What follows belongs to an exercise in optimizing a design on an open flow for small area; a production flow would make more cautious choices. In this exercise RTL edits were held to simulation tests only and were not proved equivalent to the original. No activity file was given, so power comes from the tool's default toggle rates.

==> flow/design.v, too long to show whole: its modules and the start of the top module <==
// module REG8_hold: 12 lines
// module REG24_hold: 12 lines
// module FA: 6 lines
// module HA: 6 lines
// module PE_c3: 396 lines
// module PE_c4: 153 lines
// module CSUM_out: 15 lines
// module PEreg_c1: 13 lines
// module PEreg_c2: 11 lines
// module PEreg_c3: 18 lines
// module PEreg_c4: 16 lines
// module Arr4x4: 108 lines
module Arr4x4(Err_mac, Err_mult,
             w1_in, w2_in, w3_in, w4_in,
             a1_in, a2_in, a3_in, a4_in,
             w1_out, w2_out, w3_out, w4_out,
             a1_out, a2_out, a3_out, a4_out,
             c1_out, c2_out, c3_out, c4_out,
             clk, rst_n, hold);
  // ...
==> flow/flow/run.sh <==
#!/bin/bash
# Standard layout, with one netlist step added after synthesis: invpush9.py
# removes inverters around full-adder cells (a full adder is self-dual, and a
# nand2 of two signals is a nor2 of their complements), which
# leaves the logic and every register unchanged. Ports are buffered with buf_1.
set -euo pipefail
W=$(pwd)
R=$W/orfs/results/$FLOW_PLATFORM/Arr4x4/base
bash standard.sh synth > $W/synth.log 2>&1
python3 $W/flow/invpush9.py $R/1_2_yosys.v $R/1_2_yosys_invpush.v 6 150000 > $W/invpush.log 2>&1
cp $R/1_2_yosys.v $W/1_2_yosys_standard.v
mv $R/1_2_yosys_invpush.v $R/1_2_yosys.v
rm -f $R/1_synth.odb $R/1_synth.sdc
bash standard.sh "BUFFER_PORTS_ARGS=-buffer_cell sky130_fd_sc_hd__buf_1" REMOVE_ABC_BUFFERS=1 finish > $W/layout.log 2>&1
==> flow/standard.sh <==
#!/bin/bash
# synth_recipe.tcl (not shown) runs the flow's synth.tcl, then flattens the netlist and writes it again
# the make line also repeats each setting of config.mk as NAME=value (left out here)
make -C /OpenROAD-flow-scripts/flow DESIGN_CONFIG=/design/flow/config.mk WORK_HOME=/design/flow/orfs CLKGATE_MAP_FILE= SYNTH_SCRIPT=/design/flow/synth_recipe.tcl "${@:-finish}"
==> flow/config.mk <==
export PLATFORM = sky130hd
export DESIGN_NAME = Arr4x4
export DESIGN_NICKNAME = Arr4x4
export VERILOG_FILES = /design/flow/design.v
export SDC_FILE = /design/flow/constraint.sdc
export NUM_CORES = 4
export LEC_CHECK = 0
export ABC_AREA = 1
export CAP_MARGIN = 5
export CORE_MARGIN = 2
export CORE_UTILIZATION = 55
export CTS_BUF_LIST = sky130_fd_sc_hd__clkbuf_16
export CTS_CLUSTER_DIAMETER = 100
export CTS_CLUSTER_SIZE = 25
export SLEW_MARGIN = 5
==> flow/constraint.sdc <==
create_clock -name core_clock -period 7.5 [get_ports {clk}]
set_input_delay 1.5000 -clock core_clock [delete_from_list [all_inputs] [get_ports {clk}]]
set_output_delay 1.5000 -clock core_clock [all_outputs]
set_load 0.01 [all_outputs]
Not shown: flow/flow/invpush9.py
==> flow_summary.ini, run 1 <==
[outcome]
status = no timing/DRC/antenna violations

[critical_path]
crit_path_end_kind = flop
path_common_cell = fa_1
cp-endpoint = PE43.regC.out[16]
critPathMaxFanout = 42
path_delay_family = adder cells
cp_slowest_stage_delay_ns = 0.57
critPathKind = flop to flop

[sta]
finalSetupViolations = 0
finClkSkew_ns = 0.0416
fin_crit_sh_pct = 96.1
setup_slack_ns = 0.293

[detailed_routing]
wl_per_cell_microns = 23.6
drc = 0

[cts]
ctsHtreeMaxLevel = 1
tritoncts = yes
cts_buffers = 25
cts_buffer_depth = 3

[synth]
synth_area_per_cell_sq_um = 11.0

[floorplan]
n_tap_cell = 959
ioPinCount = 259

[cells_and_area]
post-route-util_pct = 59.5
seq_area_sq_um = 11400
layout_common_cells = fa_1 (940), nor2_1 (811), nand2_1 (511), dfrtp_1 (454), inv_1 (370)
n_clock_buffer = 25
buffers_excl_clock = 304
drive_above_1_share_pct = 2.24
clk_share_pct = 1.90
diodes = 0

[grt]
antenna_found_initial = 10

[power]
vdd.ir_drop.worst_uv = 300
p_leak_nw = 19.7
pwr-share-comb_pct = 63.5
internal-power_mw = 8.03
clkPwrFrac_pct = 11.4
finalPower_mw = 14.2

[place]
place_inst = 4809

[hold_path]
hp-class = flop to flop
==> module CSUM_out, before the edit <==
module CSUM_out(s, k, c);
input [17:0] s;
input [0:0] k;
output [23:0] c;
wire n1, n2, n3, n4, n5, n6, n7, n8, n9, n10, n11, n12, n13;
HA u_n1 (s[11], k[0], n1, n2);
HA u_n3 (s[12], n2, n3, n4);
HA u_n5 (s[13], n4, n5, n6);
HA u_n7 (s[14], n6, n7, n8);
HA u_n9 (s[15], n8, n9, n10);
HA u_n11 (s[16], n10, n11, n12);
assign n13 = s[17] ^ n12;
wire [17:0] r = {n13, n11, n9, n7, n5, n3, n1, s[10], s[9], s[8], s[7], s[6], s[5], s[4], s[3], s[2], s[1], s[0]};
assign c = {{6{r[17]}}, r};
endmodule
==> run 2: changes to the inputs <==
--- a/flow/design.v
+++ b/flow/design.v
@@ -29,17 +29,588 @@
 assign co = (a & b) | (a & c) | (b & c);
 endmodule
 module HA(a, b, s, co);
 input a, b;
 output s, co;
 assign s = a ^ b;
 assign co = a & b;
 endmodule
-module PE_c3(Err_mac, Err_mult, w, a, w1, a1, mac1, mult1, w2, a2, mac2, mult2, c_out, k_out);
+module PE_c2_e1(Err_mac, Err_mult, w, a, w1, a1, mac1, mult1, c_out, k_out);
+input Err_mac, Err_mult;
+input [7:0] w, a;
+output [16:0] c_out;
+output [0:0] k_out;
+wire [7:0] x = {a[7] & ~Err_mult, a[6:0]};
+wire [7:0] y = {w[7:2] & {6{~(Err_mac | Err_mult)}}, w[1] & ~Err_mac, ~Err_mac & (Err_mult ? ~w[1] : w[0])};
+input [7:0] w1, a1;
+input mac1, mult1;
+wire [7:0] x1 = {a1[7] & ~mult1, a1[6:0]};
+wire [7:0] y1 = {w1[7:2] & {6{~(mac1 | mult1)}}, w1[1] & ~mac1, ~mac1 & (mult1 ? ~w1[1] : w1[0])};
+wire n1, n2, n3, n4, n5, n6, n7, n8, n9, n10, n11, n12, n13, n14, n15, n16, n17, n18, n19, n20, n21, n22, n23, n24, n25, n26, n27, n28, n29, n30, n31, n32, n33, n34, n35, n36, n37, n38, n39, n40, n41, n42, n43, n44, n45, n46, n47, n48, n49, n50, n51, n52, n53, n54, n55, n56, n57, n58, n59, n60, n61, n62, n63, n64, n65, n66, n67, n68, n69, n70, n71, n72, n73, n74, n75, n76, n77, n78, n79, n80, n81, n82, n83, n84, n85, n86, n87, n88, n89, n90, n91, n92, n93, n94, n95, n96, n97, n98, n99, n100, n101, n102, n103, n104, n105, n106, n107, n108, n109, n110, n111, n112, n113, n114, n115, n116, n117, n118, n119, n120, n121, n122, n123, n124, n125, n126, n127, n128, n129, n130, n131, n132, n133, n134, n135, n136, n137, n138, n139, n140, n141, n142, n143, n144, n145, n146, n147, n148, n149, n150, n151, n152, n153, n154, n155, n156, n157, n158, n159, n160, n161, n162, n163, n164, n165, n166, n167, n168, n169, n170, n171, n172, n173, n174, n175, n176, n177, n178, n179, n180, n181, n182, n183, n184, n185, n186, n187, n188, n189, n190, n191, n192, n193, n194, n195, n196, n197, n198, n199, n200, n201, n202, n203, n204, n205, n206, n207, n208, n209, n210, n211, n212, n213, n214, n215, n216, n217, n218, n219, n220, n221, n222, n223, n224, n225, n226, n227, n228, n229, n230, n231, n232, n233, n234, n235, n236, n237, n238, n239, n240, n241, n242, n243, n244, n245, n246, n247, n248, n249, n250, n251, n252, n253, n254, n255, n256, n257, n258, n259, n260, n261, n262, n263, n264, n265, n266, n267, n268, n269, n270, n271, n272, n273, n274, n275, n276, n277, n278, n279, n280, n281, n282, n283, n284, n285, n286, n287, n288, n289, n290, n291, n292, n293, n294, n295, n296, n297, n298, n299, n300, n301, n302, n303, n304, n305, n306, n307, n308, n309, n310, n311, n312, n313, n314, n315, n316, n317, n318, n319, n320, n321, n322, n323, n324, n325, n326, n327, n328, n329, n330, n331, n332, n333, n334, n335, n336, n337, n338, n339, n340, n341, n342, n343, n344, n345, n346, n347, n348, n349, n350, n351, n352, n353, n354, n355, n356, n357, n358, n359, n360, n361, n362, n363, n364, n365, n366, n367, n368, n369;
+assign n1 = x[0] & y[0];
+assign n2 = x[0] & y[1];
+assign n3 = x[0] & y[2];
+assign n4 = x[0] & y[3];
+assign n5 = x[0] & y[4];
+assign n6 = x[0] & y[5];
+assign n7 = x[0] & y[6];
+assign n8 = ~(x[0] & y[7]);
+assign n9 = x[1] & y[0];
+assign n10 = x[1] & y[1];
+assign n11 = x[1] & y[2];
+assign n12 = x[1] & y[3];
+assign n13 = x[1] & y[4];
+assign n14 = x[1] & y[5];
+assign n15 = x[1] & y[6];
+assign n16 = ~(x[1] & y[7]);
+assign n17 = x[2] & y[0];
+assign n18 = x[2] & y[1];
+assign n19 = x[2] & y[2];
+assign n20 = x[2] & y[3];
+assign n21 = x[2] & y[4];
+assign n22 = x[2] & y[5];
+assign n23 = x[2] & y[6];
+assign n24 = ~(x[2] & y[7]);
+assign n25 = x[3] & y[0];
+assign n26 = x[3] & y[1];
+assign n27 = x[3] & y[2];
+assign n28 = x[3] & y[3];
+assign n29 = x[3] & y[4];
+assign n30 = x[3] & y[5];
+assign n31 = x[3] & y[6];
+assign n32 = ~(x[3] & y[7]);
+assign n33 = x[4] & y[0];
+assign n34 = x[4] & y[1];
+assign n35 = x[4] & y[2];
+assign n36 = x[4] & y[3];
+assign n37 = x[4] & y[4];
+assign n38 = x[4] & y[5];
+assign n39 = x[4] & y[6];
+assign n40 = ~(x[4] & y[7]);
+assign n41 = x[5] & y[0];
+assign n42 = x[5] & y[1];
+assign n43 = x[5] & y[2];
+assign n44 = x[5] & y[3];
+assign n45 = x[5] & y[4];
+assign n46 = x[5] & y[5];
+assign n47 = x[5] & y[6];
+assign n48 = ~(x[5] & y[7]);
+assign n49 = x[6] & y[0];
+assign n50 = x[6] & y[1];
+assign n51 = x[6] & y[2];
+assign n52 = x[6] & y[3];
+assign n53 = x[6] & y[4];
+assign n54 = x[6] & y[5];
+assign n55 = x[6] & y[6];
+assign n56 = ~(x[6] & y[7]);
+assign n57 = ~(x[7] & y[0]);
+assign n58 = ~(x[7] & y[1]);
+assign n59 = ~(x[7] & y[2]);
+assign n60 = ~(x[7] & y[3]);
+assign n61 = ~(x[7] & y[4]);
+assign n62 = ~(x[7] & y[5]);
+assign n63 = ~(x[7] & y[6]);
+assign n64 = x[7] & y[7];
+assign n65 = x1[0] & y1[0];
+assign n66 = x1[0] & y1[1];
+assign n67 = x1[0] & y1[2];
+assign n68 = x1[0] & y1[3];
+assign n69 = x1[0] & y1[4];
+assign n70 = x1[0] & y1[5];
+assign n71 = x1[0] & y1[6];
+assign n72 = ~(x1[0] & y1[7]);
+assign n73 = x1[1] & y1[0];
+assign n74 = x1[1] & y1[1];
+assign n75 = x1[1] & y1[2];
+assign n76 = x1[1] & y1[3];
+assign n77 = x1[1] & y1[4];
+assign n78 = x1[1] & y1[5];
+assign n79 = x1[1] & y1[6];
+assign n80 = ~(x1[1] & y1[7]);
+assign n81 = x1[2] & y1[0];
+assign n82 = x1[2] & y1[1];
+assign n83 = x1[2] & y1[2];
+assign n84 = x1[2] & y1[3];
+assign n85 = x1[2] & y1[4];
+assign n86 = x1[2] & y1[5];
+assign n87 = x1[2] & y1[6];
+assign n88 = ~(x1[2] & y1[7]);
+assign n89 = x1[3] & y1[0];
+assign n90 = x1[3] & y1[1];
+assign n91 = x1[3] & y1[2];
+assign n92 = x1[3] & y1[3];
+assign n93 = x1[3] & y1[4];
+assign n94 = x1[3] & y1[5];
+assign n95 = x1[3] & y1[6];
+assign n96 = ~(x1[3] & y1[7]);
+assign n97 = x1[4] & y1[0];
+assign n98 = x1[4] & y1[1];
+assign n99 = x1[4] & y1[2];
+assign n100 = x1[4] & y1[3];
+assign n101 = x1[4] & y1[4];
+assign n102 = x1[4] & y1[5];
+assign n103 = x1[4] & y1[6];
+assign n104 = ~(x1[4] & y1[7]);
+assign n105 = x1[5] & y1[0];
+assign n106 = x1[5] & y1[1];
+assign n107 = x1[5] & y1[2];
+assign n108 = x1[5] & y1[3];
+assign n109 = x1[5] & y1[4];
+assign n110 = x1[5] & y1[5];
+assign n111 = x1[5] & y1[6];
+assign n112 = ~(x1[5] & y1[7]);
+assign n113 = x1[6] & y1[0];
+assign n114 = x1[6] & y1[1];
+assign n115 = x1[6] & y1[2];
+assign n116 = x1[6] & y1[3];
+assign n117 = x1[6] & y1[4];
+assign n118 = x1[6] & y1[5];
+assign n119 = x1[6] & y1[6];
+assign n120 = ~(x1[6] & y1[7]);
+assign n121 = ~(x1[7] & y1[0]);
+assign n122 = ~(x1[7] & y1[1]);
+assign n123 = ~(x1[7] & y1[2]);
+assign n124 = ~(x1[7] & y1[3]);
+assign n125 = ~(x1[7] & y1[4]);
+assign n126 = ~(x1[7] & y1[5]);
+assign n127 = ~(x1[7] & y1[6]);
+assign n128 = x1[7] & y1[7];
+FA u_n129 (n66, n73, n2, n129, n130);
+FA u_n131 (n67, n74, n81, n131, n132);
+FA u_n133 (n131, n3, n10, n133, n134);
+FA u_n135 (n17, n130, n133, n135, n136);
+FA u_n137 (n68, n75, n82, n137, n138);
+FA u_n139 (n89, n132, n137, n139, n140);
+FA u_n141 (n4, n11, n18, n141, n142);
+FA u_n143 (n25, n139, n134, n143, n144);
+FA u_n145 (n141, n143, n136, n145, n146);
+FA u_n147 (n69, n76, n83, n147, n148);
+FA u_n149 (n90, n97, n138, n149, n150);
+FA u_n151 (n147, n5, n12, n151, n152);
+FA u_n153 (n19, n26, n33, n153, n154);
+FA u_n155 (n149, n140, n142, n155, n156);
+FA u_n157 (n153, n151, n144, n157, n158);
+FA u_n159 (n155, n157, n146, n159, n160);
+FA u_n161 (n70, n77, n84, n161, n162);
+FA u_n163 (n91, n98, n105, n163, n164);
+FA u_n165 (n148, n163, n161, n165, n166);
+FA u_n167 (n6, n13, n20, n167, n168);
+FA u_n169 (n27, n34, n41, n169, n170);
+FA u_n171 (n150, n165, n154, n171, n172);
+FA u_n173 (n152, n169, n167, n173, n174);
+FA u_n175 (n156, n171, n173, n175, n176);
+FA u_n177 (n158, n175, n160, n177, n178);
+FA u_n179 (n71, n78, n85, n179, n180);
+FA u_n181 (n92, n99, n106, n181, n182);
+FA u_n183 (n113, n164, n162, n183, n184);
+FA u_n185 (n181, n179, n7, n185, n186);
+FA u_n187 (n14, n21, n28, n187, n188);
+FA u_n189 (n35, n42, n49, n189, n190);
+FA u_n191 (n183, n166, n170, n191, n192);
+FA u_n193 (n168, n189, n187, n193, n194);
+FA u_n195 (n185, n172, n191, n195, n196);
+FA u_n197 (n174, n193, n195, n197, n198);
+FA u_n199 (n176, n197, n178, n199, n200);
+FA u_n201 (n72, n79, n86, n201, n202);
+FA u_n203 (n93, n100, n107, n203, n204);
+FA u_n205 (n114, n121, n182, n205, n206);
+FA u_n207 (n180, n203, n201, n207, n208);
+FA u_n209 (n8, n15, n22, n209, n210);
+FA u_n211 (n29, n36, n43, n211, n212);
+FA u_n213 (n50, n57, n184, n213, n214);
+FA u_n215 (n205, n207, n190, n215, n216);
+FA u_n217 (n188, n186, n211, n217, n218);
+FA u_n219 (n209, n213, n192, n219, n220);
+FA u_n221 (n215, n194, n217, n221, n222);
+FA u_n223 (n219, n196, n221, n223, n224);
+FA u_n225 (n198, n223, n200, n225, n226);
+FA u_n227 (n80, n87, n94, n227, n228);
+FA u_n229 (n101, n108, n115, n229, n230);
+FA u_n231 (n122, n204, n202, n231, n232);
+FA u_n233 (n229, n227, n16, n233, n234);
+FA u_n235 (n23, n30, n37, n235, n236);
+FA u_n237 (n44, n51, n58, n237, n238);
+FA u_n239 (n206, n231, n208, n239, n240);
+FA u_n241 (n212, n210, n214, n241, n242);
+FA u_n243 (n237, n235, n233, n243, n244);
+FA u_n245 (n239, n216, n218, n245, n246);
+FA u_n247 (n241, n243, n220, n247, n248);
+FA u_n249 (n245, n222, n247, n249, n250);
+FA u_n251 (n224, n249, n226, n251, n252);
+FA u_n253 (1'b1, n88, n95, n253, n254);
+FA u_n255 (n102, n109, n116, n255, n256);
+FA u_n257 (n123, n230, n228, n257, n258);
+FA u_n259 (n255, n253, n24, n259, n260);
+FA u_n261 (n31, n38, n45, n261, n262);
+FA u_n263 (n52, n59, n232, n263, n264);
+FA u_n265 (n257, n238, n236, n265, n266);
+FA u_n267 (n234, n261, n259, n267, n268);
+FA u_n269 (n263, n240, n242, n269, n270);
+FA u_n271 (n265, n244, n267, n271, n272);
+FA u_n273 (n246, n269, n271, n273, n274);
+FA u_n275 (n248, n273, n250, n275, n276);
+FA u_n277 (n96, n103, n110, n277, n278);
+FA u_n279 (n117, n124, n256, n279, n280);
+FA u_n281 (n254, n277, n32, n281, n282);
+FA u_n283 (n39, n46, n53, n283, n284);
+FA u_n285 (n60, n258, n279, n285, n286);
+FA u_n287 (n262, n260, n264, n287, n288);
+FA u_n289 (n283, n281, n285, n289, n290);
+FA u_n291 (n266, n268, n287, n291, n292);
+FA u_n293 (n289, n270, n272, n293, n294);
+FA u_n295 (n291, n293, n274, n295, n296);
+FA u_n297 (n104, n111, n118, n297, n298);
+FA u_n299 (n125, n278, n297, n299, n300);
+FA u_n301 (n40, n47, n54, n301, n302);
+FA u_n303 (n61, n280, n299, n303, n304);
+FA u_n305 (n284, n282, n301, n305, n306);
+FA u_n307 (n286, n303, n288, n307, n308);
+FA u_n309 (n305, n290, n307, n309, n310);
+FA u_n311 (n292, n294, n309, n311, n312);
+FA u_n313 (n112, n119, n126, n313, n314);
+FA u_n315 (n298, n313, n48, n315, n316);
+FA u_n317 (n55, n62, n300, n317, n318);
+FA u_n319 (n302, n315, n317, n319, n320);
+FA u_n321 (n304, n306, n319, n321, n322);
+FA u_n323 (n308, n321, n310, n323, n324);
+FA u_n325 (n120, n127, n314, n325, n326);
+FA u_n327 (n56, n63, n325, n327, n328);
+FA u_n329 (n316, n318, n327, n329, n330);
+FA u_n331 (n320, n329, n322, n331, n332);
+FA u_n333 (n128, n64, n326, n333, n334);
+FA u_n335 (n333, n328, n330, n335, n336);
+HA u_n337 (n65, n1, n337, n338);
+FA u_n339 (n9, n129, n338, n339, n340);
+HA u_n341 (n135, n340, n341, n342);
+HA u_n343 (n145, n342, n343, n344);
+HA u_n345 (n159, n344, n345, n346);
+HA u_n347 (n177, n346, n347, n348);
+HA u_n349 (n199, n348, n349, n350);
+HA u_n351 (n225, n350, n351, n352);
+HA u_n353 (n251, n352, n353, n354);
+FA u_n355 (n275, n252, n354, n355, n356);
+FA u_n357 (n295, n276, n356, n357, n358);
+HA u_n359 (n296, n311, n359, n360);
+FA u_n361 (n323, n312, n360, n361, n362);
+FA u_n363 (n331, n324, n362, n363, n364);
+FA u_n365 (n335, n332, n364, n365, n366);
+FA u_n367 (n334, n336, n366, n367, n368);
+assign n369 = 1'b1 ^ n368;
+assign c_out = {n369, n367, n365, n363, n361, n359, n357, n355, n353, n351, n349, n347, n345, n343, n341, n339, n337};
+assign k_out = {n358};
+endmodule
+module PE_c3_e1(Err_mac, Err_mult, w, a, c_in, k_in, c_out, k_out);
+input Err_mac, Err_mult;
+input [7:0] w, a;
+input [16:0] c_in;
+input [0:0] k_in;
+output [16:0] c_out;
+output [0:0] k_out;
+wire [7:0] x = {a[7] & ~Err_mult, a[6:0]};
+wire [7:0] y = {w[7:2] & {6{~(Err_mac | Err_mult)}}, w[1] & ~Err_mac, ~Err_mac & (Err_mult ? ~w[1] : w[0])};
+wire n1, n2, n3, n4, n5, n6, n7, n8, n9, n10, n11, n12, n13, n14, n15, n16, n17, n18, n19, n20, n21, n22, n23, n24, n25, n26, n27, n28, n29, n30, n31, n32, n33, n34, n35, n36, n37, n38, n39, n40, n41, n42, n43, n44, n45, n46, n47, n48, n49, n50, n51, n52, n53, n54, n55, n56, n57, n58, n59, n60, n61, n62, n63, n64, n65, n66, n67, n68, n69, n70, n71, n72, n73, n74, n75, n76, n77, n78, n79, n80, n81, n82, n83, n84, n85, n86, n87, n88, n89, n90, n91, n92, n93, n94, n95, n96, n97, n98, n99, n100, n101, n102, n103, n104, n105, n106, n107, n108, n109, n110, n111, n112, n113, n114, n115, n116, n117, n118, n119, n120, n121, n122, n123, n124, n125, n126, n127, n128, n129, n130, n131, n132, n133, n134, n135, n136, n137, n138, n139, n140, n141, n142, n143, n144, n145, n146, n147, n148, n149, n150, n151, n152, n153, n154, n155, n156, n157, n158, n159, n160, n161, n162, n163, n164, n165, n166, n167, n168, n169, n170, n171, n172, n173, n174, n175, n176, n177, n178, n179, n180, n181, n182, n183, n184, n185, n186, n187, n188, n189, n190, n191, n192, n193, n194, n195, n196, n197, n198, n199, n200, n201, n202, n203, n204, n205, n206, n207, n208, n209, n210, n211, n212;
+assign n1 = x[0] & y[0];
+assign n2 = x[0] & y[1];
+assign n3 = x[0] & y[2];
+assign n4 = x[0] & y[3];
+assign n5 = x[0] & y[4];
+assign n6 = x[0] & y[5];
+assign n7 = x[0] & y[6];
+assign n8 = ~(x[0] & y[7]);
+assign n9 = x[1] & y[0];
+assign n10 = x[1] & y[1];
+assign n11 = x[1] & y[2];
+assign n12 = x[1] & y[3];
+assign n13 = x[1] & y[4];
+assign n14 = x[1] & y[5];
+assign n15 = x[1] & y[6];
+assign n16 = ~(x[1] & y[7]);
+assign n17 = x[2] & y[0];
+assign n18 = x[2] & y[1];
+assign n19 = x[2] & y[2];
+assign n20 = x[2] & y[3];
+assign n21 = x[2] & y[4];
+assign n22 = x[2] & y[5];
+assign n23 = x[2] & y[6];
+assign n24 = ~(x[2] & y[7]);
+assign n25 = x[3] & y[0];
+assign n26 = x[3] & y[1];
+assign n27 = x[3] & y[2];
+assign n28 = x[3] & y[3];
+assign n29 = x[3] & y[4];
+assign n30 = x[3] & y[5];
+assign n31 = x[3] & y[6];
+assign n32 = ~(x[3] & y[7]);
+assign n33 = x[4] & y[0];
+assign n34 = x[4] & y[1];
+assign n35 = x[4] & y[2];
+assign n36 = x[4] & y[3];
+assign n37 = x[4] & y[4];
+assign n38 = x[4] & y[5];
+assign n39 = x[4] & y[6];
+assign n40 = ~(x[4] & y[7]);
+assign n41 = x[5] & y[0];
+assign n42 = x[5] & y[1];
+assign n43 = x[5] & y[2];
+assign n44 = x[5] & y[3];
+assign n45 = x[5] & y[4];
+assign n46 = x[5] & y[5];
+assign n47 = x[5] & y[6];
+assign n48 = ~(x[5] & y[7]);
+assign n49 = x[6] & y[0];
+assign n50 = x[6] & y[1];
+assign n51 = x[6] & y[2];
+assign n52 = x[6] & y[3];
+assign n53 = x[6] & y[4];
+assign n54 = x[6] & y[5];
+assign n55 = x[6] & y[6];
+assign n56 = ~(x[6] & y[7]);
+assign n57 = ~(x[7] & y[0]);
+assign n58 = ~(x[7] & y[1]);
+assign n59 = ~(x[7] & y[2]);
+assign n60 = ~(x[7] & y[3]);
+assign n61 = ~(x[7] & y[4]);
+assign n62 = ~(x[7] & y[5]);
+assign n63 = ~(x[7] & y[6]);
+assign n64 = x[7] & y[7];
+assign n65 = ~c_in[16];
+FA u_n66 (c_in[1], n2, n9, n66, n67);
+FA u_n68 (c_in[2], n3, n10, n68, n69);
+FA u_n70 (n17, n67, n68, n70, n71);
+FA u_n72 (c_in[3], n4, n11, n72, n73);
+FA u_n74 (n18, n25, n69, n74, n75);
+FA u_n76 (n72, n74, n71, n76, n77);
+FA u_n78 (c_in[4], n5, n12, n78, n79);
+FA u_n80 (n19, n26, n33, n80, n81);
+FA u_n82 (n73, n80, n78, n82, n83);
+FA u_n84 (n75, n82, n77, n84, n85);
+FA u_n86 (c_in[5], n6, n13, n86, n87);
+FA u_n88 (n20, n27, n34, n88, n89);
+FA u_n90 (n41, n81, n79, n90, n91);
+FA u_n92 (n88, n86, n90, n92, n93);
+FA u_n94 (n83, n92, n85, n94, n95);
+FA u_n96 (c_in[6], n7, n14, n96, n97);
+FA u_n98 (n21, n28, n35, n98, n99);
+FA u_n100 (n42, n49, n89, n100, n101);
+FA u_n102 (n87, n98, n96, n102, n103);
+FA u_n104 (n91, n100, n102, n104, n105);
+FA u_n106 (n93, n104, n95, n106, n107);
+FA u_n108 (c_in[7], n8, n15, n108, n109);
+FA u_n110 (n22, n29, n36, n110, n111);
+FA u_n112 (n43, n50, n57, n112, n113);
+FA u_n114 (n99, n97, n112, n114, n115);
+FA u_n116 (n110, n108, n101, n116, n117);
+FA u_n118 (n103, n114, n116, n118, n119);
+FA u_n120 (n105, n118, n107, n120, n121);
+FA u_n122 (1'b1, c_in[8], n16, n122, n123);
+FA u_n124 (n23, n30, n37, n124, n125);
+FA u_n126 (n44, n51, n58, n126, n127);
+FA u_n128 (n113, n111, n109, n128, n129);
+FA u_n130 (n126, n124, n122, n130, n131);
+FA u_n132 (n128, n115, n130, n132, n133);
+FA u_n134 (n117, n132, n119, n134, n135);
+FA u_n136 (c_in[9], n24, n31, n136, n137);
+FA u_n138 (n38, n45, n52, n138, n139);
+FA u_n140 (n59, n127, n125, n140, n141);
+FA u_n142 (n123, n138, n136, n142, n143);
+FA u_n144 (n129, n140, n131, n144, n145);
+FA u_n146 (n142, n144, n133, n146, n147);
+FA u_n148 (c_in[10], n32, n39, n148, n149);
+FA u_n150 (n46, n53, n60, n150, n151);
+FA u_n152 (n139, n137, n150, n152, n153);
+FA u_n154 (n148, n141, n143, n154, n155);
+FA u_n156 (n152, n145, n154, n156, n157);
+FA u_n158 (c_in[11], k_in[0], n40, n158, n159);
+FA u_n160 (n47, n54, n61, n160, n161);
+FA u_n162 (n151, n149, n160, n162, n163);
+FA u_n164 (n158, n153, n162, n164, n165);
+FA u_n166 (c_in[12], n48, n55, n166, n167);
+FA u_n168 (n62, n161, n159, n168, n169);
+FA u_n170 (n166, n168, n163, n170, n171);
+FA u_n172 (c_in[13], n56, n63, n172, n173);
+FA u_n174 (n167, n172, n169, n174, n175);
+FA u_n176 (c_in[14], n64, n173, n176, n177);
+FA u_n178 (1'b1, c_in[15], n177, n178, n179);
+HA u_n180 (c_in[0], n1, n180, n181);
+HA u_n182 (n66, n181, n182, n183);
+HA u_n184 (n70, n183, n184, n185);
+HA u_n186 (n76, n185, n186, n187);
+HA u_n188 (n84, n187, n188, n189);
+HA u_n190 (n94, n189, n190, n191);
+HA u_n192 (n106, n191, n192, n193);
+HA u_n194 (n120, n193, n194, n195);
+FA u_n196 (n134, n121, n195, n196, n197);
+FA u_n198 (n146, n135, n197, n198, n199);
+FA u_n200 (n147, n156, n199, n200, n201);
+FA u_n202 (n155, n164, n157, n202, n203);
+FA u_n204 (n170, n165, n203, n204, n205);
+FA u_n206 (n174, n171, n205, n206, n207);
+FA u_n208 (n176, n175, n207, n208, n209);
+HA u_n210 (n178, n209, n210, n211);
+assign n212 = n65 ^ n179 ^ n211;
+assign c_out = {n212, n210, n208, n206, n204, n202, n200, n198, n196, n194, n192, n190, n188, n186, n184, n182, n180};
+assign k_out = {n201};
+endmodule
+module PE_c4_e1(Err_mac, Err_mult, w, a, c_in, k_in, c_out, k_out);
+input Err_mac, Err_mult;
+input [7:0] w, a;
+input [16:0] c_in;
+input [0:0] k_in;
+output [17:0] c_out;
+output [0:0] k_out;
+wire [7:0] x = {a[7] & ~Err_mult, a[6:0]};
+wire [7:0] y = {w[7:2] & {6{~(Err_mac | Err_mult)}}, w[1] & ~Err_mac, ~Err_mac & (Err_mult ? ~w[1] : w[0])};
+wire n1, n2, n3, n4, n5, n6, n7, n8, n9, n10, n11, n12, n13, n14, n15, n16, n17, n18, n19, n20, n21, n22, n23, n24, n25, n26, n27, n28, n29, n30, n31, n32, n33, n34, n35, n36, n37, n38, n39, n40, n41, n42, n43, n44, n45, n46, n47, n48, n49, n50, n51, n52, n53, n54, n55, n56, n57, n58, n59, n60, n61, n62, n63, n64, n65, n66, n67, n68, n69, n70, n71, n72, n73, n74, n75, n76, n77, n78, n79, n80, n81, n82, n83, n84, n85, n86, n87, n88, n89, n90, n91, n92, n93, n94, n95, n96, n97, n98, n99, n100, n101, n102, n103, n104, n105, n106, n107, n108, n109, n110, n111, n112, n113, n114, n115, n116, n117, n118, n119, n120, n121, n122, n123, n124, n125, n126, n127, n128, n129, n130, n131, n132, n133, n134, n135, n136, n137, n138, n139, n140, n141, n142, n143, n144, n145, n146, n147, n148, n149, n150, n151, n152, n153, n154, n155, n156, n157, n158, n159, n160, n161, n162, n163, n164, n165, n166, n167, n168, n169, n170, n171, n172, n173, n174, n175, n176, n177, n178, n179, n180, n181, n182, n183, n184, n185, n186, n187, n188, n189, n190, n191, n192, n193, n194, n195, n196, n197, n198, n199, n200, n201, n202, n203, n204, n205, n206, n207, n208, n209, n210, n211, n212, n213, n214, n215, n216, n217, n218;
+assign n1 = x[0] & y[0];
+assign n2 = x[0] & y[1];
+assign n3 = x[0] & y[2];
+assign n4 = x[0] & y[3];
+assign n5 = x[0] & y[4];
+assign n6 = x[0] & y[5];
+assign n7 = x[0] & y[6];
+assign n8 = ~(x[0] & y[7]);
+assign n9 = x[1] & y[0];
+assign n10 = x[1] & y[1];
+assign n11 = x[1] & y[2];
+assign n12 = x[1] & y[3];
+assign n13 = x[1] & y[4];
+assign n14 = x[1] & y[5];
+assign n15 = x[1] & y[6];
+assign n16 = ~(x[1] & y[7]);
+assign n17 = x[2] & y[0];
+assign n18 = x[2] & y[1];
+assign n19 = x[2] & y[2];
+assign n20 = x[2] & y[3];
+assign n21 = x[2] & y[4];
+assign n22 = x[2] & y[5];
+assign n23 = x[2] & y[6];
+assign n24 = ~(x[2] & y[7]);
+assign n25 = x[3] & y[0];
+assign n26 = x[3] & y[1];
+assign n27 = x[3] & y[2];
+assign n28 = x[3] & y[3];
+assign n29 = x[3] & y[4];
+assign n30 = x[3] & y[5];
+assign n31 = x[3] & y[6];
+assign n32 = ~(x[3] & y[7]);
+assign n33 = x[4] & y[0];
+assign n34 = x[4] & y[1];
+assign n35 = x[4] & y[2];
+assign n36 = x[4] & y[3];
+assign n37 = x[4] & y[4];
+assign n38 = x[4] & y[5];
+assign n39 = x[4] & y[6];
+assign n40 = ~(x[4] & y[7]);
+assign n41 = x[5] & y[0];
+assign n42 = x[5] & y[1];
+assign n43 = x[5] & y[2];
+assign n44 = x[5] & y[3];
+assign n45 = x[5] & y[4];
+assign n46 = x[5] & y[5];
+assign n47 = x[5] & y[6];
+assign n48 = ~(x[5] & y[7]);
+assign n49 = x[6] & y[0];
+assign n50 = x[6] & y[1];
+assign n51 = x[6] & y[2];
+assign n52 = x[6] & y[3];
+assign n53 = x[6] & y[4];
+assign n54 = x[6] & y[5];
+assign n55 = x[6] & y[6];
+assign n56 = ~(x[6] & y[7]);
+assign n57 = ~(x[7] & y[0]);
+assign n58 = ~(x[7] & y[1]);
+assign n59 = ~(x[7] & y[2]);
+assign n60 = ~(x[7] & y[3]);
+assign n61 = ~(x[7] & y[4]);
+assign n62 = ~(x[7] & y[5]);
+assign n63 = ~(x[7] & y[6]);
+assign n64 = x[7] & y[7];
+assign n65 = ~c_in[16];
+FA u_n66 (c_in[1], n2, n9, n66, n67);
+FA u_n68 (c_in[2], n3, n10, n68, n69);
+FA u_n70 (n17, n67, n68, n70, n71);
+FA u_n72 (c_in[3], n4, n11, n72, n73);
+FA u_n74 (n18, n25, n69, n74, n75);
+FA u_n76 (n72, n74, n71, n76, n77);
+FA u_n78 (c_in[4], n5, n12, n78, n79);
+FA u_n80 (n19, n26, n33, n80, n81);
+FA u_n82 (n73, n80, n78, n82, n83);
+FA u_n84 (n75, n82, n77, n84, n85);
+FA u_n86 (c_in[5], n6, n13, n86, n87);
+FA u_n88 (n20, n27, n34, n88, n89);
+FA u_n90 (n41, n81, n79, n90, n91);
+FA u_n92 (n88, n86, n90, n92, n93);
+FA u_n94 (n83, n92, n85, n94, n95);
+FA u_n96 (c_in[6], n7, n14, n96, n97);
+FA u_n98 (n21, n28, n35, n98, n99);
+FA u_n100 (n42, n49, n89, n100, n101);
+FA u_n102 (n87, n98, n96, n102, n103);
+FA u_n104 (n91, n100, n102, n104, n105);
+FA u_n106 (n93, n104, n95, n106, n107);
+FA u_n108 (c_in[7], n8, n15, n108, n109);
+FA u_n110 (n22, n29, n36, n110, n111);
+FA u_n112 (n43, n50, n57, n112, n113);
+FA u_n114 (n99, n97, n112, n114, n115);
+FA u_n116 (n110, n108, n101, n116, n117);
+FA u_n118 (n103, n114, n116, n118, n119);
+FA u_n120 (n105, n118, n107, n120, n121);
+FA u_n122 (1'b1, c_in[8], n16, n122, n123);
+FA u_n124 (n23, n30, n37, n124, n125);
+FA u_n126 (n44, n51, n58, n126, n127);
+FA u_n128 (n113, n111, n109, n128, n129);
+FA u_n130 (n126, n124, n122, n130, n131);
+FA u_n132 (n128, n115, n130, n132, n133);
+FA u_n134 (n117, n132, n119, n134, n135);
+FA u_n136 (c_in[9], n24, n31, n136, n137);
+FA u_n138 (n38, n45, n52, n138, n139);
+FA u_n140 (n59, n127, n125, n140, n141);
+FA u_n142 (n123, n138, n136, n142, n143);
+FA u_n144 (n129, n140, n131, n144, n145);
+FA u_n146 (n142, n144, n133, n146, n147);
+FA u_n148 (c_in[10], n32, n39, n148, n149);
+FA u_n150 (n46, n53, n60, n150, n151);
+FA u_n152 (n139, n137, n150, n152, n153);
+FA u_n154 (n148, n141, n143, n154, n155);
+FA u_n156 (n152, n145, n154, n156, n157);
+FA u_n158 (c_in[11], k_in[0], n40, n158, n159);
+FA u_n160 (n47, n54, n61, n160, n161);
+FA u_n162 (n151, n149, n160, n162, n163);
+FA u_n164 (n158, n153, n162, n164, n165);
+FA u_n166 (n155, n164, n157, n166, n167);
+FA u_n168 (c_in[12], n48, n55, n168, n169);
+FA u_n170 (n62, n161, n159, n170, n171);
+FA u_n172 (n168, n170, n163, n172, n173);
+FA u_n174 (n172, n165, n167, n174, n175);
+FA u_n176 (c_in[13], n56, n63, n176, n177);
+FA u_n178 (n169, n176, n171, n178, n179);
+FA u_n180 (c_in[14], n64, n177, n180, n181);
+FA u_n182 (1'b1, c_in[15], n181, n182, n183);
+HA u_n184 (c_in[0], n1, n184, n185);
+HA u_n186 (n66, n185, n186, n187);
+HA u_n188 (n70, n187, n188, n189);
+HA u_n190 (n76, n189, n190, n191);
+HA u_n192 (n84, n191, n192, n193);
+HA u_n194 (n94, n193, n194, n195);
+HA u_n196 (n106, n195, n196, n197);
+HA u_n198 (n120, n197, n198, n199);
+FA u_n200 (n134, n121, n199, n200, n201);
+FA u_n202 (n146, n135, n201, n202, n203);
+FA u_n204 (n147, n156, n203, n204, n205);
+HA u_n206 (n166, n205, n206, n207);
+HA u_n208 (n174, n207, n208, n209);
+FA u_n210 (n178, n173, n175, n210, n211);
+FA u_n212 (n180, n179, n211, n212, n213);
+HA u_n214 (n182, n213, n214, n215);
+FA u_n216 (n65, n183, n215, n216, n217);
+assign n218 = 1'b1 ^ n217;
+assign c_out = {n218, n216, n214, n212, n210, n208, n206, n204, n202, n200, n198, n196, n194, n192, n190, n188, n186, n184};
+assign k_out = {n209};
+endmodule
+module PE_c3_e2(Err_mac, Err_mult, w, a, w1, a1, mac1, mult1, w2, a2, mac2, mult2, c_out, k_out);
 input Err_mac, Err_mult;
 input [7:0] w, a;
 output [16:0] c_out;
 output [0:0] k_out;
 wire [7:0] x = {a[7] & ~Err_mult, a[6:0]};
 wire [7:0] y = {w[7:2] & {6{~(Err_mac | Err_mult)}}, w[1] & ~Err_mac, ~Err_mac & (Err_mult ? ~w[1] : w[0])};
 input [7:0] w1, a1;
 input mac1, mult1;
@@ -425,26 +996,26 @@
 FA u_n553 (n501, n482, n552, n553, n554);
 FA u_n555 (n515, n502, n554, n555, n556);
 FA u_n557 (n523, n516, n556, n557, n558);
 HA u_n559 (n527, n558, n559, n560);
 assign n561 = n526 ^ n528 ^ n560;
 assign c_out = {n561, n559, n557, n555, n553, n551, n549, n547, n545, n543, n541, n539, n537, n535, n533, n531, n529};
 assign k_out = {n550};
 endmodule
-module PE_c4(Err_mac, Err_mult, w, a, c_in, k_in, c_out, k_out);
+module PE_c4_e2(Err_mac, Err_mult, w, a, c_in, k_in, c_out, k_out);
 input Err_mac, Err_mult;
 input [7:0] w, a;
 input [16:0] c_in;
 input [0:0] k_in;
 output [17:0] c_out;
 output [0:0] k_out;
 wire [7:0] x = {a[7] & ~Err_mult, a[6:0]};
 wire [7:0] y = {w[7:2] & {6{~(Err_mac | Err_mult)}}, w[1] & ~Err_mac, ~Err_mac & (Err_mult ? ~w[1] : w[0])};
-wire n1, n2, n3, n4, n5, n6, n7, n8, n9, n10, n11, n12, n13, n14, n15, n16, n17, n18, n19, n20, n21, n22, n23, n24, n25, n26, n27, n28, n29, n30, n31, n32, n33, n34, n35, n36, n37, n38, n39, n40, n41, n42, n43, n44, n45, n46, n47, n48, n49, n50, n51, n52, n53, n54, n55, n56, n57, n58, n59, n60, n61, n62, n63, n64, n65, n66, n67, n68, n69, n70, n71, n72, n73, n74, n75, n76, n77, n78, n79, n80, n81, n82, n83, n84, n85, n86, n87, n88, n89, n90, n91, n92, n93, n94, n95, n96, n97, n98, n99, n100, n101, n102, n103, n104, n105, n106, n107, n108, n109, n110, n111, n112, n113, n114, n115, n116, n117, n118, n119, n120, n121, n122, n123, n124, n125, n126, n127, n128, n129, n130, n131, n132, n133, n134, n135, n136, n137, n138, n139, n140, n141, n142, n143, n144, n145, n146, n147, n148, n149, n150, n151, n152, n153, n154, n155, n156, n157, n158, n159, n160, n161, n162, n163, n164, n165, n166, n167, n168, n169, n170, n171, n172, n173, n174, n175, n176, n177, n178, n179, n180, n181, n182, n183, n184, n185, n186, n187, n188, n189, n190, n191, n192, n193, n194, n195, n196, n197, n198, n199, n200, n201, n202, n203, n204, n205, n206, n207, n208, n209, n210, n211, n212, n213, n214;
+wire n1, n2, n3, n4, n5, n6, n7, n8, n9, n10, n11, n12, n13, n14, n15, n16, n17, n18, n19, n20, n21, n22, n23, n24, n25, n26, n27, n28, n29, n30, n31, n32, n33, n34, n35, n36, n37, n38, n39, n40, n41, n42, n43, n44, n45, n46, n47, n48, n49, n50, n51, n52, n53, n54, n55, n56, n57, n58, n59, n60, n61, n62, n63, n64, n65, n66, n67, n68, n69, n70, n71, n72, n73, n74, n75, n76, n77, n78, n79, n80, n81, n82, n83, n84, n85, n86, n87, n88, n89, n90, n91, n92, n93, n94, n95, n96, n97, n98, n99, n100, n101, n102, n103, n104, n105, n106, n107, n108, n109, n110, n111, n112, n113, n114, n115, n116, n117, n118, n119, n120, n121, n122, n123, n124, n125, n126, n127, n128, n129, n130, n131, n132, n133, n134, n135, n136, n137, n138, n139, n140, n141, n142, n143, n144, n145, n146, n147, n148, n149, n150, n151, n152, n153, n154, n155, n156, n157, n158, n159, n160, n161, n162, n163, n164, n165, n166, n167, n168, n169, n170, n171, n172, n173, n174, n175, n176, n177, n178, n179, n180, n181, n182, n183, n184, n185, n186, n187, n188, n189, n190, n191, n192, n193, n194, n195, n196, n197, n198, n199, n200, n201, n202, n203, n204, n205, n206, n207, n208, n209, n210, n211, n212, n213, n214, n215, n216, n217, n218;
 assign n1 = x[0] & y[0];
 assign n2 = x[0] & y[1];
 assign n3 = x[0] & y[2];
 assign n4 = x[0] & y[3];
 assign n5 = x[0] & y[4];
 assign n6 = x[0] & y[5];
 assign n7 = x[0] & y[6];
 assign n8 = ~(x[0] & y[7]);
@@ -550,112 +1121,171 @@
 FA u_n150 (n46, n53, n60, n150, n151);
 FA u_n152 (n139, n137, n150, n152, n153);
 FA u_n154 (n148, n141, n143, n154, n155);
 FA u_n156 (n152, n145, n154, n156, n157);
 FA u_n158 (c_in[11], k_in[0], n40, n158, n159);
 FA u_n160 (n47, n54, n61, n160, n161);
 FA u_n162 (n151, n149, n160, n162, n163);
 FA u_n164 (n158, n153, n162, n164, n165);
-FA u_n166 (c_in[12], n48, n55, n166, n167);
-FA u_n168 (n62, n161, n159, n168, n169);
-FA u_n170 (n166, n168, n163, n170, n171);
-FA u_n172 (c_in[13], n56, n63, n172, n173);
-FA u_n174 (n167, n172, n169, n174, n175);
-FA u_n176 (c_in[14], n64, n173, n176, n177);
-FA u_n178 (1'b1, c_in[15], n177, n178, n179);
-HA u_n180 (c_in[0], n1, n180, n181);
-HA u_n182 (n66, n181, n182, n183);
-HA u_n184 (n70, n183, n184, n185);
-HA u_n186 (n76, n185, n186, n187);
-HA u_n188 (n84, n187, n188, n189);
-HA u_n190 (n94, n189, n190, n191);
-HA u_n192 (n106, n191, n192, n193);
-HA u_n194 (n120, n193, n194, n195);
-FA u_n196 (n134, n121, n195, n196, n197);
-FA u_n198 (n146, n135, n197, n198, n199);
-FA u_n200 (n147, n156, n199, n200, n201);
-FA u_n202 (n155, n164, n157, n202, n203);
-FA u_n204 (n170, n165, n203, n204, n205);
-FA u_n206 (n174, n171, n205, n206, n207);
-FA u_n208 (n176, n175, n207, n208, n209);
-HA u_n210 (n178, n209, n210, n211);
-FA u_n212 (n65, n179, n211, n212, n213);
-assign n214 = 1'b1 ^ n213;
-assign c_out = {n214, n212, n210, n208, n206, n204, n202, n200, n198, n196, n194, n192, n190, n188, n186, n184, n182, n180};
-assign k_out = {n201};
+FA u_n166 (n155, n164, n157, n166, n167);
+FA u_n168 (c_in[12], n48, n55, n168, n169);
+FA u_n170 (n62, n161, n159, n170, n171);
+FA u_n172 (n168, n170, n163, n172, n173);
+FA u_n174 (n172, n165, n167, n174, n175);
+FA u_n176 (c_in[13], n56, n63, n176, n177);
+FA u_n178 (n169, n176, n171, n178, n179);
+FA u_n180 (c_in[14], n64, n177, n180, n181);
+FA u_n182 (1'b1, c_in[15], n181, n182, n183);
+HA u_n184 (c_in[0], n1, n184, n185);
+HA u_n186 (n66, n185, n186, n187);
+HA u_n188 (n70, n187, n188, n189);
+HA u_n190 (n76, n189, n190, n191);
+HA u_n192 (n84, n191, n192, n193);
+HA u_n194 (n94, n193, n194, n195);
+HA u_n196 (n106, n195, n196, n197);
+HA u_n198 (n120, n197, n198, n199);
+FA u_n200 (n134, n121, n199, n200, n201);
+FA u_n202 (n146, n135, n201, n202, n203);
+FA u_n204 (n147, n156, n203, n204, n205);
+HA u_n206 (n166, n205, n206, n207);
+HA u_n208 (n174, n207, n208, n209);
+FA u_n210 (n178, n173, n175, n210, n211);
+FA u_n212 (n180, n179, n211, n212, n213);
+HA u_n214 (n182, n213, n214, n215);
+FA u_n216 (n65, n183, n215, n216, n217);
+assign n218 = 1'b1 ^ n217;
+assign c_out = {n218, n216, n214, n212, n210, n208, n206, n204, n202, n200, n198, n196, n194, n192, n190, n188, n186, n184};
+assign k_out = {n209};
 endmodule
 module CSUM_out(s, k, c);
 input [17:0] s;
 input [0:0] k;
 output [23:0] c;
-wire n1, n2, n3, n4, n5, n6, n7, n8, n9, n10, n11, n12, n13;
-HA u_n1 (s[11], k[0], n1, n2);
-HA u_n3 (s[12], n2, n3, n4);
-HA u_n5 (s[13], n4, n5, n6);
-HA u_n7 (s[14], n6, n7, n8);
-HA u_n9 (s[15], n8, n9, n10);
-HA u_n11 (s[16], n10, n11, n12);
-assign n13 = s[17] ^ n12;
-wire [17:0] r = {n13, n11, n9, n7, n5, n3, n1, s[10], s[9], s[8], s[7], s[6], s[5], s[4], s[3], s[2], s[1], s[0]};
+wire n1, n2, n3, n4, n5, n6, n7, n8, n9;
+HA u_n1 (s[13], k[0], n1, n2);
+HA u_n3 (s[14], n2, n3, n4);
+HA u_n5 (s[15], n4, n5, n6);
+HA u_n7 (s[16], n6, n7, n8);
+assign n9 = s[17] ^ n8;
+wire [17:0] r = {n9, n7, n5, n3, n1, s[12], s[11], s[10], s[9], s[8], s[7], s[6], s[5], s[4], s[3], s[2], s[1], s[0]};
 assign c = {{6{r[17]}}, r};
 endmodule
-module PEreg_c1(Err_mac, Err_mult, w_in, a_in, w_out, a_out, mac_d, mult_d, clk, rst_n, hold);
+module PEreg_c1_e1(Err_mac, Err_mult, w_in, a_in, w_out, a_out, mac_d, mult_d, clk, rst_n, hold);
+input [7:0] w_in, a_in;
+input Err_mac, Err_mult, clk, rst_n, hold;
+output [7:0] w_out, a_out;
+output mac_d, mult_d;
+REG8_hold regW(clk, rst_n, w_in, w_out, hold);
+REG8_hold regA(clk, rst_n, a_in, a_out, 1'b0);
+wire [1:0] e1;
+REG24_hold #(2) regE1(clk, rst_n, {Err_mac, Err_mult}, e1);
+assign {mac_d, mult_d} = e1;
+endmodule
+module PEreg_c2_e1(Err_mac, Err_mult, w_in, a_in, w1, a1, mac1, mult1, w_out, a_out, c_out, k_out, clk, rst_n, hold);
+input [7:0] w_in, a_in;
+input Err_mac, Err_mult, clk, rst_n, hold;
+output [7:0] w_out, a_out;
+output [16:0] c_out;
+output [0:0] k_out;
+wire [16:0] p_sum;
+wire [0:0] p_k;
+input [7:0] w1, a1;
+input mac1, mult1;
+PE_c2_e1 PE_no_reg(Err_mac, Err_mult, w_out, a_out, w1, a1, mac1, mult1, p_sum, p_k);
+REG8_hold regW(clk, rst_n, w_in, w_out, hold);
+REG8_hold regA(clk, rst_n, a_in, a_out, 1'b0);
+REG24_hold #(17) regC(clk, rst_n, p_sum, c_out);
+REG24_hold #(1) regK(clk, rst_n, p_k, k_out);
+endmodule
+module PEreg_c3_e1(Err_mac, Err_mult, w_in, a_in, c_in, k_in, w_out, a_out, c_out, k_out, clk, rst_n, hold);
+input [7:0] w_in, a_in;
+input [16:0] c_in;
+input [0:0] k_in;
+input Err_mac, Err_mult, clk, rst_n, hold;
+output [7:0] w_out, a_out;
+output [16:0] c_out;
+output [0:0] k_out;
+wire [16:0] p_sum;
+wire [0:0] p_k;
+PE_c3_e1 PE_no_reg(Err_mac, Err_mult, w_out, a_out, c_in, k_in, p_sum, p_k);
+REG8_hold regW(clk, rst_n, w_in, w_out, hold);
+REG8_hold regA(clk, rst_n, a_in, a_out, 1'b0);
+REG24_hold #(17) regC(clk, rst_n, p_sum, c_out);
+REG24_hold #(1) regK(clk, rst_n, p_k, k_out);
+endmodule
+module PEreg_c4_e1(Err_mac, Err_mult, w_in, a_in, c_in, k_in, w_out, a_out, c_out, k_out, clk, rst_n, hold);
+input [7:0] w_in, a_in;
+input [16:0] c_in;
+input [0:0] k_in;
+input Err_mac, Err_mult, clk, rst_n, hold;
+output [7:0] w_out, a_out;
+output [17:0] c_out;
+output [0:0] k_out;
+wire [17:0] p_sum;
+wire [0:0] p_k;
+PE_c4_e1 PE_no_reg(Err_mac, Err_mult, w_out, a_out, c_in, k_in, p_sum, p_k);
+REG8_hold regW(clk, rst_n, w_in, w_out, hold);
+REG8_hold regA(clk, rst_n, a_in, a_out, 1'b0);
+REG24_hold #(18) regC(clk, rst_n, p_sum, c_out);
+REG24_hold #(1) regK(clk, rst_n, p_k, k_out);
+endmodule
+module PEreg_c1_e2(Err_mac, Err_mult, w_in, a_in, w_out, a_out, mac_d, mult_d, clk, rst_n, hold);
 input [7:0] w_in, a_in;
 input Err_mac, Err_mult, clk, rst_n, hold;
 output [7:0] w_out, a_out;
 output mac_d, mult_d;
 REG8_hold regW(clk, rst_n, w_in, w_out, hold);
 REG8_hold regA(clk, rst_n, a_in, a_out, 1'b0);
 wire [1:0] e1;
 REG24_hold #(2) regE1(clk, rst_n, {Err_mac, Err_mult}, e1);
 wire [1:0] e2;
 REG24_hold #(2) regE2(clk, rst_n, e1, e2);
 assign {mac_d, mult_d} = e2;
 endmodule
-module PEreg_c2(Err_mac, Err_mult, w_in, a_in, w_out, a_out, mac_d, mult_d, clk, rst_n, hold);
+module PEreg_c2_e2(Err_mac, Err_mult, w_in, a_in, w_out, a_out, mac_d, mult_d, clk, rst_n, hold);
 input [7:0] w_in, a_in;
 input Err_mac, Err_mult, clk, rst_n, hold;
 output [7:0] w_out, a_out;
 output mac_d, mult_d;
 REG8_hold regW(clk, rst_n, w_in, w_out, hold);
 REG8_hold regA(clk, rst_n, a_in, a_out, 1'b0);
 wire [1:0] e1;
 REG24_hold #(2) regE1(clk, rst_n, {Err_mac, Err_mult}, e1);
 assign {mac_d, mult_d} = e1;
 endmodule
-module PEreg_c3(Err_mac, Err_mult, w_in, a_in, w1, a1, mac1, mult1, w2, a2, mac2, mult2, w_out, a_out, c_out, k_out, clk, rst_n, hold);
+module PEreg_c3_e2(Err_mac, Err_mult, w_in, a_in, w1, a1, mac1, mult1, w2, a2, mac2, mult2, w_out, a_out, c_out, k_out, clk, rst_n, hold);
 input [7:0] w_in, a_in;
 input Err_mac, Err_mult, clk, rst_n, hold;
 output [7:0] w_out, a_out;
 output [16:0] c_out;
 output [0:0] k_out;
 wire [16:0] p_sum;
 wire [0:0] p_k;
 input [7:0] w1, a1;
 input mac1, mult1;
 input [7:0] w2, a2;
 input mac2, mult2;
-PE_c3 PE_no_reg(Err_mac, Err_mult, w_out, a_out, w1, a1, mac1, mult1, w2, a2, mac2, mult2, p_sum, p_k);
+PE_c3_e2 PE_no_reg(Err_mac, Err_mult, w_out, a_out, w1, a1, mac1, mult1, w2, a2, mac2, mult2, p_sum, p_k);
 REG8_hold regW(clk, rst_n, w_in, w_out, hold);
 REG8_hold regA(clk, rst_n, a_in, a_out, 1'b0);
 REG24_hold #(17) regC(clk, rst_n, p_sum, c_out);
 REG24_hold #(1) regK(clk, rst_n, p_k, k_out);
 endmodule
-module PEreg_c4(Err_mac, Err_mult, w_in, a_in, c_in, k_in, w_out, a_out, c_out, k_out, clk, rst_n, hold);
+module PEreg_c4_e2(Err_mac, Err_mult, w_in, a_in, c_in, k_in, w_out, a_out, c_out, k_out, clk, rst_n, hold);
 input [7:0] w_in, a_in;
 input [16:0] c_in;
 input [0:0] k_in;
 input Err_mac, Err_mult, clk, rst_n, hold;
 output [7:0] w_out, a_out;
 output [17:0] c_out;
 output [0:0] k_out;
 wire [17:0] p_sum;
 wire [0:0] p_k;
-PE_c4 PE_no_reg(Err_mac, Err_mult, w_out, a_out, c_in, k_in, p_sum, p_k);
+PE_c4_e2 PE_no_reg(Err_mac, Err_mult, w_out, a_out, c_in, k_in, p_sum, p_k);
 REG8_hold regW(clk, rst_n, w_in, w_out, hold);
 REG8_hold regA(clk, rst_n, a_in, a_out, 1'b0);
 REG24_hold #(18) regC(clk, rst_n, p_sum, c_out);
 REG24_hold #(1) regK(clk, rst_n, p_k, k_out);
 endmodule
 module Arr4x4(Err_mac, Err_mult,
              w1_in, w2_in, w3_in, w4_in,
              a1_in, a2_in, a3_in, a4_in,
@@ -698,64 +1328,59 @@
 wire [16:0] c33;
 wire [0:0] k33;
 wire [7:0] w34, a34;
 wire [17:0] c34;
 wire [0:0] k34;
 wire [7:0] w41, a41;
 wire mac41, mult41;
 wire [7:0] w42, a42;
-wire mac42, mult42;
+wire [16:0] c42;
+wire [0:0] k42;
 wire [7:0] w43, a43;
 wire [16:0] c43;
 wire [0:0] k43;
 wire [7:0] w44, a44;
 wire [17:0] c44;
 wire [0:0] k44;
 wire [1:0] hold_d;
 REG24_hold #(1) regH1(clk, rst_n, hold, hold_d[0]);
 REG24_hold #(1) regH2(clk, rst_n, hold_d[0], hold_d[1]);
 wire [7:0] a51;
 REG8_hold regA51(clk, rst_n, a41, a51, 1'b0);
-wire [7:0] a61;
-REG8_hold regA61(clk, rst_n, a51, a61, 1'b0);
-wire [7:0] a52;
-REG8_hold regA52(clk, rst_n, a42, a52, 1'b0);
-PEreg_c1 PE11(Err_mac[0], Err_mult[0], w1_in, a1_in, w11, a11, mac11, mult11, clk, rst_n, hold);
-PEreg_c1 PE21(Err_mac[1], Err_mult[1], w2_in, a11, w21, a21, mac21, mult21, clk, rst_n, hold);
-PEreg_c1 PE31(Err_mac[2], Err_mult[2], w3_in, a21, w31, a31, mac31, mult31, clk, rst_n, hold);
-PEreg_c1 PE41(Err_mac[3], Err_mult[3], w4_in, a31, w41, a41, mac41, mult41, clk, rst_n, hold);
-PEreg_c2 PE12(Err_mac[4], Err_mult[4], w11, a2_in, w12, a12, mac12, mult12, clk, rst_n, hold);
-PEreg_c2 PE22(Err_mac[5], Err_mult[5], w21, a12, w22, a22, mac22, mult22, clk, rst_n, hold);
-PEreg_c2 PE32(Err_mac[6], Err_mult[6], w31, a22, w32, a32, mac32, mult32, clk, rst_n, hold);
-PEreg_c2 PE42(Err_mac[7], Err_mult[7], w41, a32, w42, a42, mac42, mult42, clk, rst_n, hold);
+PEreg_c1_e2 PE11(Err_mac[0], Err_mult[0], w1_in, a1_in, w11, a11, mac11, mult11, clk, rst_n, hold);
+PEreg_c1_e2 PE21(Err_mac[1], Err_mult[1], w2_in, a11, w21, a21, mac21, mult21, clk, rst_n, hold);
+PEreg_c1_e2 PE31(Err_mac[2], Err_mult[2], w3_in, a21, w31, a31, mac31, mult31, clk, rst_n, hold);
+PEreg_c1_e1 PE41(Err_mac[3], Err_mult[3], w4_in, a31, w41, a41, mac41, mult41, clk, rst_n, hold);
+PEreg_c2_e2 PE12(Err_mac[4], Err_mult[4], w11, a2_in, w12, a12, mac12, mult12, clk, rst_n, hold);
+PEreg_c2_e2 PE22(Err_mac[5], Err_mult[5], w21, a12, w22, a22, mac22, mult22, clk, rst_n, hold);
+PEreg_c2_e2 PE32(Err_mac[6], Err_mult[6], w31, a22, w32, a32, mac32, mult32, clk, rst_n, hold);
+wire [1:0] n41 = {1'b0, ~hold_d[0]};
+wire [7:0] wsel41 = (n41 == 2'd0) ? w41 : w42;
+PEreg_c2_e1 PE42(Err_mac[7], Err_mult[7], w41, a32, wsel41, a51, mac41, mult41, w42, a42, c42, k42, clk, rst_n, hold);
 wire [1:0] n11 = {1'b0, ~hold_d[0]} + {1'b0, ~hold_d[1]};
 wire [7:0] wsel11 = (n11 == 2'd0) ? w11 : (n11 == 2'd1) ? w12 : w13;
 wire [1:0] n12 = {1'b0, ~hold_d[0]};
 wire [7:0] wsel12 = (n12 == 2'd0) ? w12 : w13;
-PEreg_c3 PE13(Err_mac[8], Err_mult[8], w12, a3_in, wsel11, a31, mac11, mult11, wsel12, a22, mac12, mult12, w13, a13, c13, k13, clk, rst_n, hold);
+PEreg_c3_e2 PE13(Err_mac[8], Err_mult[8], w12, a3_in, wsel11, a31, mac11, mult11, wsel12, a22, mac12, mult12, w13, a13, c13, k13, clk, rst_n, hold);
 wire [1:0] n21 = {1'b0, ~hold_d[0]} + {1'b0, ~hold_d[1]};
 wire [7:0] wsel21 = (n21 == 2'd0) ? w21 : (n21 == 2'd1) ? w22 : w23;
 wire [1:0] n22 = {1'b0, ~hold_d[0]};
 wire [7:0] wsel22 = (n22 == 2'd0) ? w22 : w23;
-PEreg_c3 PE23(Err_mac[9], Err_mult[9], w22, a13, wsel21, a41, mac21, mult21, wsel22, a32, mac22, mult22, w23, a23, c23, k23, clk, rst_n, hold);
+PEreg_c3_e2 PE23(Err_mac[9], Err_mult[9], w22, a13, wsel21, a41, mac21, mult21, wsel22, a32, mac22, mult22, w23, a23, c23, k23, clk, rst_n, hold);
 wire [1:0] n31 = {1'b0, ~hold_d[0]} + {1'b0, ~hold_d[1]};
 wire [7:0] wsel31 = (n31 == 2'd0) ? w31 : (n31 == 2'd1) ? w32 : w33;
 wire [1:0] n32 = {1'b0, ~hold_d[0]};
 wire [7:0] wsel32 = (n32 == 2'd0) ? w32 : w33;
-PEreg_c3 PE33(Err_mac[10], Err_mult[10], w32, a23, wsel31, a51, mac31, mult31, wsel32, a42, mac32, mult32, w33, a33, c33, k33, clk, rst_n, hold);
-wire [1:0] n41 = {1'b0, ~hold_d[0]} + {1'b0, ~hold_d[1]};
-wire [7:0] wsel41 = (n41 == 2'd0) ? w41 : (n41 == 2'd1) ? w42 : w43;
-wire [1:0] n42 = {1'b0, ~hold_d[0]};
-wire [7:0] wsel42 = (n42 == 2'd0) ? w42 : w43;
-PEreg_c3 PE43(Err_mac[11], Err_mult[11], w42, a33, wsel41, a61, mac41, mult41, wsel42, a52, mac42, mult42, w43, a43, c43, k43, clk, rst_n, hold);
-PEreg_c4 PE14(Err_mac[12], Err_mult[12], w13, a4_in, c13, k13, w14, a14, c14, k14, clk, rst_n, hold);
-PEreg_c4 PE24(Err_mac[13], Err_mult[13], w23, a14, c23, k23, w24, a24, c24, k24, clk, rst_n, hold);
-PEreg_c4 PE34(Err_mac[14], Err_mult[14], w33, a24, c33, k33, w34, a34, c34, k34, clk, rst_n, hold);
-PEreg_c4 PE44(Err_mac[15], Err_mult[15], w43, a34, c43, k43, w44, a44, c44, k44, clk, rst_n, hold);
+PEreg_c3_e2 PE33(Err_mac[10], Err_mult[10], w32, a23, wsel31, a51, mac31, mult31, wsel32, a42, mac32, mult32, w33, a33, c33, k33, clk, rst_n, hold);
+PEreg_c3_e1 PE43(Err_mac[11], Err_mult[11], w42, a33, c42, k42, w43, a43, c43, k43, clk, rst_n, hold);
+PEreg_c4_e2 PE14(Err_mac[12], Err_mult[12], w13, a4_in, c13, k13, w14, a14, c14, k14, clk, rst_n, hold);
+PEreg_c4_e2 PE24(Err_mac[13], Err_mult[13], w23, a14, c23, k23, w24, a24, c24, k24, clk, rst_n, hold);
+PEreg_c4_e2 PE34(Err_mac[14], Err_mult[14], w33, a24, c33, k33, w34, a34, c34, k34, clk, rst_n, hold);
+PEreg_c4_e1 PE44(Err_mac[15], Err_mult[15], w43, a34, c43, k43, w44, a44, c44, k44, clk, rst_n, hold);
 CSUM_out out1(c14, k14, c1_out);
 assign w1_out = w14;
 assign a1_out = a41;
 CSUM_out out2(c24, k24, c2_out);
 assign w2_out = w24;
 assign a2_out = a42;
 CSUM_out out3(c34, k34, c3_out);
 assign w3_out = w34;
==> flow/config.mk (replaced) <==
export PLATFORM = sky130hd
export DESIGN_NAME = Arr4x4
export DESIGN_NICKNAME = Arr4x4
export VERILOG_FILES = /design/flow/design.v
export SDC_FILE = /design/flow/constraint.sdc
export NUM_CORES = 4
export LEC_CHECK = 0
export ABC_AREA = 1
export CAP_MARGIN = 5
export CORE_MARGIN = 2
export CORE_UTILIZATION = 60
export CTS_BUF_LIST = sky130_fd_sc_hd__clkbuf_16
export CTS_CLUSTER_DIAMETER = 100
export CTS_CLUSTER_SIZE = 25
export SLEW_MARGIN = 5
==> run 2 against run 1 <==
Still clean. Largest cell class unchanged. Clock skew decreased by 0.0025 ns. Sequential power increased by 1%. Combinational power increased by 2.8%. Critical path type unchanged. Fmax increased by 0.74%. Worst setup slack improved by 0.053 ns. Global-route usage increased by 1.1 points. Critical path depth unchanged. Design area increased by 0.33%. Die area decreased by 7.8%. Routed wire length decreased by 4.2%.
==> flow_summary.ini, run 2 <==
[grt]
use_met3_pct = 4.97
grt_pass1_wl_mm = 172
grt_max_degree = 159
grt_overflow = 0
met1_usage_pct = 43.6
antenna_found_initial = 3

[floorplan]
core_area_sq_um = 67200
row_count = 95
die_h_microns = 264
ioPinCount = 259
die_w_microns = 264

[sta]
max_slew_margin_pct = 35.8
fin_crit_sh_pct = 95.4
setup_slack_ns = 0.346
finClkSkew_ns = 0.0391
finalSetupViolations = 0
clock.fmax_ghz = 0.140
final_hold_viol_count = 0
tightest_slew_ns = 0.964
rsz0062_at_grt = false
whs_ns = 0.352

[detailed_routing]
vias_per_cell = 5.63
wl_per_cell_microns = 22.6
drc = 0
drt_wl_total_mm = 110
ant_nets = 0
dr_total_vias = 27300

[cts]
cts_setup_buffers = 0
cts_hold_buf = 0
cts_sinks = 452
clock-root-buffer = clkbuf_16
clk_pin_slew_ns = 0.11
tritoncts = yes
ctsHtreeMaxLevel = 1
cts_buffer_depth = 3
clock_latency_ns = 0.65
cts_buffers = 30

[critical_path]
path_buf_inv = 4
critPathMaxFanout = 14
critPathKind = flop to flop
path_common_cell = fa_1
arrival_ns = 7.70
crit_cells = 22
path_delay_family = adder cells
worstRegToRegCells = 22
cp-start-kind = flop
crit_path_end_kind = flop
cp_slowest_stage_delay_ns = 0.57

[cells_and_area]
diodes = 0
n_fill_cell = 5363
drive_above_1_share_pct = 2.12
post-route-util_pct = 64.8
instances_no_fill = 4841
layout_common_cells = fa_1 (940), nor2_1 (840), nand2_1 (494), inv_1 (486), dfrtp_1 (452)

[flow_run]
maxCapViolations = 0

[place]
dpl_worst_slack_ns = 0.316
place_inst = 4789
place_congestion = 0.973

[synth]
yosysWarnings = 5
synthesis.instances = 3779
synth_area_per_cell_sq_um = 10.8

[hold_path]
hp-class = flop to flop

[power]
netSwitchingFraction_pct = 44.6
pwr-share-comb_pct = 63.0
p_per_area_nw_per_um2 = 339
internal-power_mw = 8.18
p_leak_nw = 20.5
seqPwrFrac_pct = 24.4
clkPwrFrac_pct = 12.6
vdd.ir_drop.worst_uv = 550

[outcome]
status = no timing/DRC/antenna violations
==> run 2: changes by cell type in the layout (fill, tap and decap cells not counted), sizes merged, moves of 25 or more <==
cell	before	now
o21ai	79	111
or2	47	6
nor2	811	840
and2	25	0
inv	374	495
==> run 2: power by group through the flow <==
stage / Sequential, mW / Clock, mW / Combinational, mW
after detailed placement: 3.66 / 0 / 9.52
after global placement: 3.64 / 0 / 9.17
after CTS: 3.61 / 1.91 / 9.59
after floorplan: 3.60 / 0 / 6.10
final: 3.61 / 1.86 / 9.30
after global routing: 3.66 / 1.99 / 10.7
==> run 2: path summary, 6_finish.rpt <==
check / from / to / slack, ns
max: regH1.out / PE13.regC.out[16] / 0.35
min: PE21.regA.out[3] / PE31.regA.out[3] / 0.35
max reg2reg: regH1.out / PE13.regC.out[16] / 0.35
min reg2reg: PE21.regA.out[3] / PE31.regA.out[3] / 0.35
max in group asynchronous: rst_n / PE22.regA.out[3] / 5.28
min in group asynchronous: rst_n / PE24.regC.out[7] / 0.88
==> run 2: stage by stage <==
step	area [sq um]	power, mW
global route	43500	16.3
finish	43500	14.8
detailed placement	42400	13.2
CTS	43500	15.1
global placement	42400	12.8
floorplan	40100	9.70
==> run 2: worst reg2reg max path: cells and delay by family (launching register included) <==
| kind | cells | cell delay, ns |
|---|---|---|
| compound gates | 1 | 0.18 |
| xor+xnor | 2 | 0.36 |
| fa+ha+maj | 13 | 5.21 |
| buf+inv | 4 | 0.56 |
| flops | 1 | 0.42 |
| simple gates | 2 | 0.29 |
==> run 2: cell type report <==
cell class / count / area [sq um] / share of cell area (%)
inverter: 492 / 1850 / 4.24
clock buffer: 30 / 751 / 1.73
clock inverter: 22 / 323 / 0.742
tap: 873 / 1090 / 2.51
timing repair buffer: 290 / 1270 / 2.91
multi-input combinational: 2682 / 26900 / 61.9
sequential: 452 / 11300 / 26.0
==> run 2: layer usage <==
metal | part of all wire (%) | vias up
li1 | - | 11500
met2 | 50 | 1189
met1 | 38 | 14300
met3 | 6.6 | 268
met4 | 5.1 | 4
met5 | 0.019 | -

## separate check: timing with driven ports
Ports are ideal in the flow. The routed layouts listed here were re-timed in OpenROAD. Step 1: set_driving_cell puts a clkbuf_16 on clk and a buf_2 on each other input, an assumption about the parent block. Step 2, shift: input delay + t, output delay - t, t = (earliest + latest rising clock arrival at the registers) / 2. This alone moves slack from input paths to output paths. Three values: no drivers, after step 1, after step 2; two values: the first two.
run | t, ns | setup WS [ns]
run 1 | 0.671 | 0.293 / 0.293 / 0.126
run 2 | 0.699 | 0.346 / 0.346 / 0.217
After both steps setup and hold are still met in every run listed.
